Background: an optimization exercise with open tools, aiming at small area and a short achievable clock period. Do not read the settings as production practice.
Function was checked by simulation only, so behaviour that the tests miss may differ from the original.

## flow/design.v (module list and top-level ports; edited modules follow where they fit)
// module day1_solver: 921 lines
// module fa3: 4 lines
// module ha2: 4 lines
module day1_solver #(
    parameter W = 8
) (
    input wire clk,
    input wire reset,
    input wire valid_in,
    input wire [W*17-1:0] flat_data,
    input wire [W-1:0] valid_mask,
    output wire [31:0] part1_count,
    output wire [31:0] part2_count
);
  // ...
==> flow/flow/run.sh <==
#!/bin/bash
# Layout flow: the standard flow (standard.sh, with config.mk's settings),
# except that the port buffers use the smallest buffer cell
# (sky130_fd_sc_hd__buf_1) rather than the delay buffer buffer_ports picks.
# Every input and output port still gets its own buffer. The make output is
# kept in standard_flow.log; ORFS keeps each step's log under orfs/logs/.
set -euo pipefail
bash standard.sh "BUFFER_PORTS_ARGS=-buffer_cell sky130_fd_sc_hd__buf_1" finish > standard_flow.log 2>&1
==> flow/standard.sh <==
#!/bin/bash
# synth_recipe.tcl (not shown) runs the flow's synth.tcl, then flattens the netlist and writes it again
# the make line also repeats each setting of config.mk as NAME=value (left out here)
make -C /OpenROAD-flow-scripts/flow DESIGN_CONFIG=/design/flow/config.mk WORK_HOME=/design/flow/orfs CLKGATE_MAP_FILE= SYNTH_SCRIPT=/design/flow/synth_recipe.tcl "${@:-finish}"
==> flow/config.mk <==
export PLATFORM = sky130hd
export DESIGN_NAME = day1_solver
export DESIGN_NICKNAME = day1_solver
export VERILOG_FILES = /design/flow/design.v
export SDC_FILE = /design/flow/constraint.sdc
export NUM_CORES = 4
export LEC_CHECK = 0
export CAP_MARGIN = 20
export CORE_MARGIN = 2
export CORE_UTILIZATION = 40
export CTS_BUF_LIST = sky130_fd_sc_hd__clkbuf_8
export SLEW_MARGIN = 20
export SYNTH_HIERARCHICAL = 1
==> flow/constraint.sdc <==
create_clock -name core_clock -period 50.0 [get_ports {clk}]
set_input_delay 10.0000 -clock core_clock [delete_from_list [all_inputs] [get_ports {clk}]]
set_output_delay 10.0000 -clock core_clock [all_outputs]
set_load 0.01 [all_outputs]
==> summary.txt, run 1 <==
most frequent cell on the critical path: fa_1
Synth cell types: 98
Fill cells: 4125
Cell Area, Synth: 0.0173 mm^2
outcome: finished clean
CTS resizes: 0
setup tns final: 0 ns
Leading cell kind: multi-input combinational cells
R2R depth: 36
Placed Instances: 2439
post-synthesis simple-gate area fraction: 0.136
tap cells: 585
Critical path buffers and inverters: 5
Final Instance Area: 0.0191 mm^2
GR Util met2: 0.358
YS warnings: 7
Hold/Removal Path Class: flop to flop
final setup vio count: 0
Via density: 5.31
crit path max fanout: 6
invs w/o clock: 122
R2R setup slack: 39.70 ns
largest net degree at the start of global routing: 73
==> run 2, diff against run 1 <==
==> flow/flow/run.sh (replaced) <==
#!/bin/bash
# Layout flow: the standard flow (standard.sh, with config.mk's settings),
# with two changes to how the layout is made:
#  - the port buffers use the smallest buffer cell (sky130_fd_sc_hd__buf_1)
#    rather than the delay buffer buffer_ports picks; every input and output
#    port still gets its own buffer;
#  - the timing repair aims for 31.2 ns of setup slack (a shorter achieved
#    period), instead of 0. The clock period and constraints are unchanged.
# The make output is kept in standard_flow.log; ORFS keeps each step's log
# under orfs/logs/.
set -euo pipefail
bash standard.sh "BUFFER_PORTS_ARGS=-buffer_cell sky130_fd_sc_hd__buf_1" \
  SETUP_SLACK_MARGIN=31.2 finish > standard_flow.log 2>&1
==> run 2 against run 1 <==
Effect of this change:
- clock skew is essentially flat
- global-route usage about the same
- die area is the same
- final area up 2.7%
- non-clock buffer count up 19
- fmax grew 5.3%
==> summary.txt, run 2 <==
Fill cells: 4100 (was 4125)
number of global-route vias before repair: 13641 (was 13616)
R2R depth: 34 (was 36)
worst hold endpoint: tot1[31] (unchanged)
P&R area growth vs syn: 13.3% (was 10.4%)
die area: 0.0450 mm^2 (unchanged)
worst slew pin tran: 0.844 ns (was 0.827 ns)
# IOs: 211 (unchanged)
RSZ-0062 raised after global routing: yes (was no)
outcome: finished clean (unchanged)
critical path class: primary input to flop (unchanged)
Synth cell types: 98 (unchanged)
Cell Area, Synth: 0.0173 mm^2 (unchanged)
post-synth top area share: 0.314 (unchanged)
IO Port Bufs: 202 (unchanged)
hold_buf cts: 0 (unchanged)
Via density: 5.31 (about the same)
DIE HEIGHT: 212 um (unchanged)
Yosys reg bits: 125 (unchanged)
CTS tree: yes (unchanged)
Largest regs: tot1 (32), tot2 (32), yq (13) (unchanged)
Hold Fails Final Rpt: 0 (unchanged)
GR Util met2: 0.358 (about the same)
Post-DP Area: 0.0187 mm^2 (unchanged)
Layout Nets: 2449 (was 2430)
final wirelength: 44900 um (was 44400 um)
DRC Markers: 0 (unchanged)
post-synth top area cell: fa_1 (unchanged)
reg2reg end: pm[6] (unchanged)
Max-Slew Margin vs Limit: 0.436 (was 0.448)
Core Rows: 76 (unchanged)
syn avg cell area: 10.3 um^2 (unchanged)
flip-flop and latch area: 0.00287 mm^2 (unchanged)
main flop type after synthesis: dfrtp_1 (unchanged)
Routed Antenna Nets: 0 (unchanged)
Clock Path Buffers: 2 (unchanged)
total global-route track usage: 0.206 (about the same)
fin. max-slew vios: 0 (unchanged)
Post-synth top cells: fa_1, ha_1, xnor2_1 (unchanged)
H-tree levels: 4 (unchanged)
routed length per instance: 18.0 um (about the same)
most frequent cell on the critical path: fa_2 (was fa_1)
Worst-path clk slew: 0.08 ns (about the same)
Post-synth EDFFs: 0 (unchanged)
worst path required time: 50.35 ns (about the same)
# clock sinks: 125 (unchanged)
Synth async-reset ratio: 0.576 (unchanged)
Setup crit start kind: primary input (unchanged)
total grt overflow: 0 (unchanged)
CTS buffer count: 17 (unchanged)
most common cell after layout, fill and taps aside: fa_1 (unchanged)
met3 usage: 0.0267 (was 0.0264)
WHS Path Cells: 1 (unchanged)
Clk Latency, worst-skew pair: 0.46 ns (about the same)
final setup vio count: 0 (unchanged)
sequential share of the synthesized area: 0.166 (unchanged)
worst clock skew: 0.0198 ns (about the same)
initial drt markers: 729 (was 757)
die extent in x: 212 um (unchanged)
dominant cells by area after synthesis: fa_1, dfrtp_1, ha_1, xnor2_1, dfxtp_1 (unchanged)
syn_nets: 2231 (unchanged)
YS warnings: 7 (unchanged)
R2R setup slack: 39.93 ns (was 39.70 ns)
maxcap violations: 0 (unchanged)
gpl congestion: 0.913 (unchanged)
Worst Path Arrival: 18.98 ns (was 19.97 ns)
GRT Max-Usage Layer: met2 (unchanged)
root buffer cell: clkbuf_8 (unchanged)
vias: 13238 (was 13130)
cell count after synthesis: 1675 (unchanged)
top-count cell post-synth: fa_1 (unchanged)
Worst Setup End Kind: flop (unchanged)
Final Instance Area: 0.0196 mm^2 (was 0.0191 mm^2)
Fmax: 0.0537 GHz (was 0.0510 GHz)
fin crit share: 0.373 (was 0.392)
hold path startpoint: tot1[31] (unchanged)
commonest cells after routing, fill and taps aside: fa_1, buf_1, ha_1, xnor2_1, inv_1 (unchanged)
layout cells sized above 1: 0.0950 (was 0.0509)
initial antenna violation count: 2 (unchanged)
crit path max fanout: 6 (unchanged)
setup tns final: 0 ns (unchanged)
CP peak stage delay: 0.64 ns (was 0.57 ns)
Detailed Routing Iterations Pass 1: 5 (was 7)
Final Critical Period: 18.64 ns (was 19.62 ns)
HPWL after DPL: 39000 um (unchanged)
Core Box Area: 0.0429 mm^2 (unchanged)
met1 Track Usage GR: 0.272 (about the same)
slowest CP cell: fa_2 (was fa_1)
Hold/Removal Path Class: flop to flop (unchanged)
Reg-to-Reg Start: pm[4] (was pm[3])
first-pass GRT wire length: 71900 um (about the same)
Multi-input gate area: 0.0142 mm^2 (was 0.0139 mm^2)
largest net degree at the start of global routing: 73 (unchanged)
Starting Density: 0.404 (unchanged)
## run 2: worst max path at each step
stage	endpoint	start	cells past startpoint	slack, ns
after CTS	pm[6]	flat_data[8]	39	31.16
after detailed placement	pm[6]	flat_data[8]	37	29.94
after global placement	pm[6]	flat_data[8]	38	30.12
after floorplan	pm[6]	flat_data[4]	37	31.40
after global routing	pm[6]	flat_data[25]	37	30.98
final	pm[6]	flat_data[25]	37	31.36
## run 2: modules after synthesis, one instance, submodules excluded
module       cells  flops+latches  area (um^2)  times used
ha2              1              0         12.5          21
fa3              1              0         20.0         260
day1_solver   1394            125        11900           1
## run 2: cell type report
cell class,count,share of cell area
diodes,2,0.000255
clock buffers,18,0.0126
clock inverters,14,0.00739
inverters,122,0.0234
multi-input cells,1402,0.724
flip-flops and latches,125,0.146
well taps,585,0.0373
repair buffers,225,0.0490
## run 2: repair_timing
action / CTS / global route
pin swaps: 2 / 38
setup endpoints to repair: 18 / 18
resized for setup: 14 / 75
buffers inserted: 4 / 15
endpoints found under the hold margin: 0 / 0
## run 2: stage by stage
stage | std cells | worst slack (ns) | hold slack [ns] | util
final | 2493 | 31.36 | 0.460 | 0.458
after global routing | 2491 | 30.98 | 0.489 | 0.458
after CTS | 2475 | 31.16 | 0.464 | 0.447
after detailed placement | 2439 | 29.94 | 0.448 | 0.436
after global placement | 2439 | 30.12 | 0.447 | 0.436
after floorplan | 1675 | 31.40 | 0.478 | -
## run 2: worst max-delay path: cells and delay by family
family / cells / cell delay [ns]
buffers and inverters: 4 / 0.45
adder cells (fa/ha/maj): 12 / 5.18
XOR/XNOR: 5 / 0.69
AND/OR/NAND/NOR: 8 / 1.53
AO/OA/AOI/OAI: 7 / 0.86
multiplexers: 1 / 0.26
## run 2: cell families (layout without fill, tap and decap cells)
kind of cell	count (synthesis)	after routing	share of synthesized area
xor gates and xnor gates	188	188	0.0959
other	0	2	0
DFF	125	125	0.166
AOI/OAI and AO/OA	348	348	0.144
buffers and inverters	148	379	0.0341
adders and majority gates	410	410	0.414
and+or+nand+nor	438	438	0.136
muxes	18	18	0.0109
## run 2: metal layers
metal	wire length, um	up-vias
met1	19900	6549
met4	791	2
met5	11	-
li1	-	6323
met2	22400	323
met3	1760	41

==> port drivers added, routing unchanged <==
No port has a modelled driver above. Below, the same layouts with a new extraction and two added sets of constraints. Step 1: set_driving_cell puts a clkbuf_16 on clk and a buf_2 on each other input, an assumption about the parent block. Step 2 times the ports against the registers' clock, not the clock port: input delays grow and output delays shrink by t, the midpoint of the rising clock arrivals with the driver on. Three values: ideal ports, drivers, drivers and shift; two values: the first two.
run	t (ns)	setup WS [ns]	slew at the worst register clock pin (ns)
run 1	0.492	30.379 / 30.399 / 29.907	0.09 / 0.09
run 2	0.492	31.365 / 31.376 / 30.884	0.09 / 0.09
After both steps setup and hold are still met in every run listed. For run 2, which loses most, drivers alone change the setup slack by +0.011 ns; drivers and shift together by -0.481 ns.
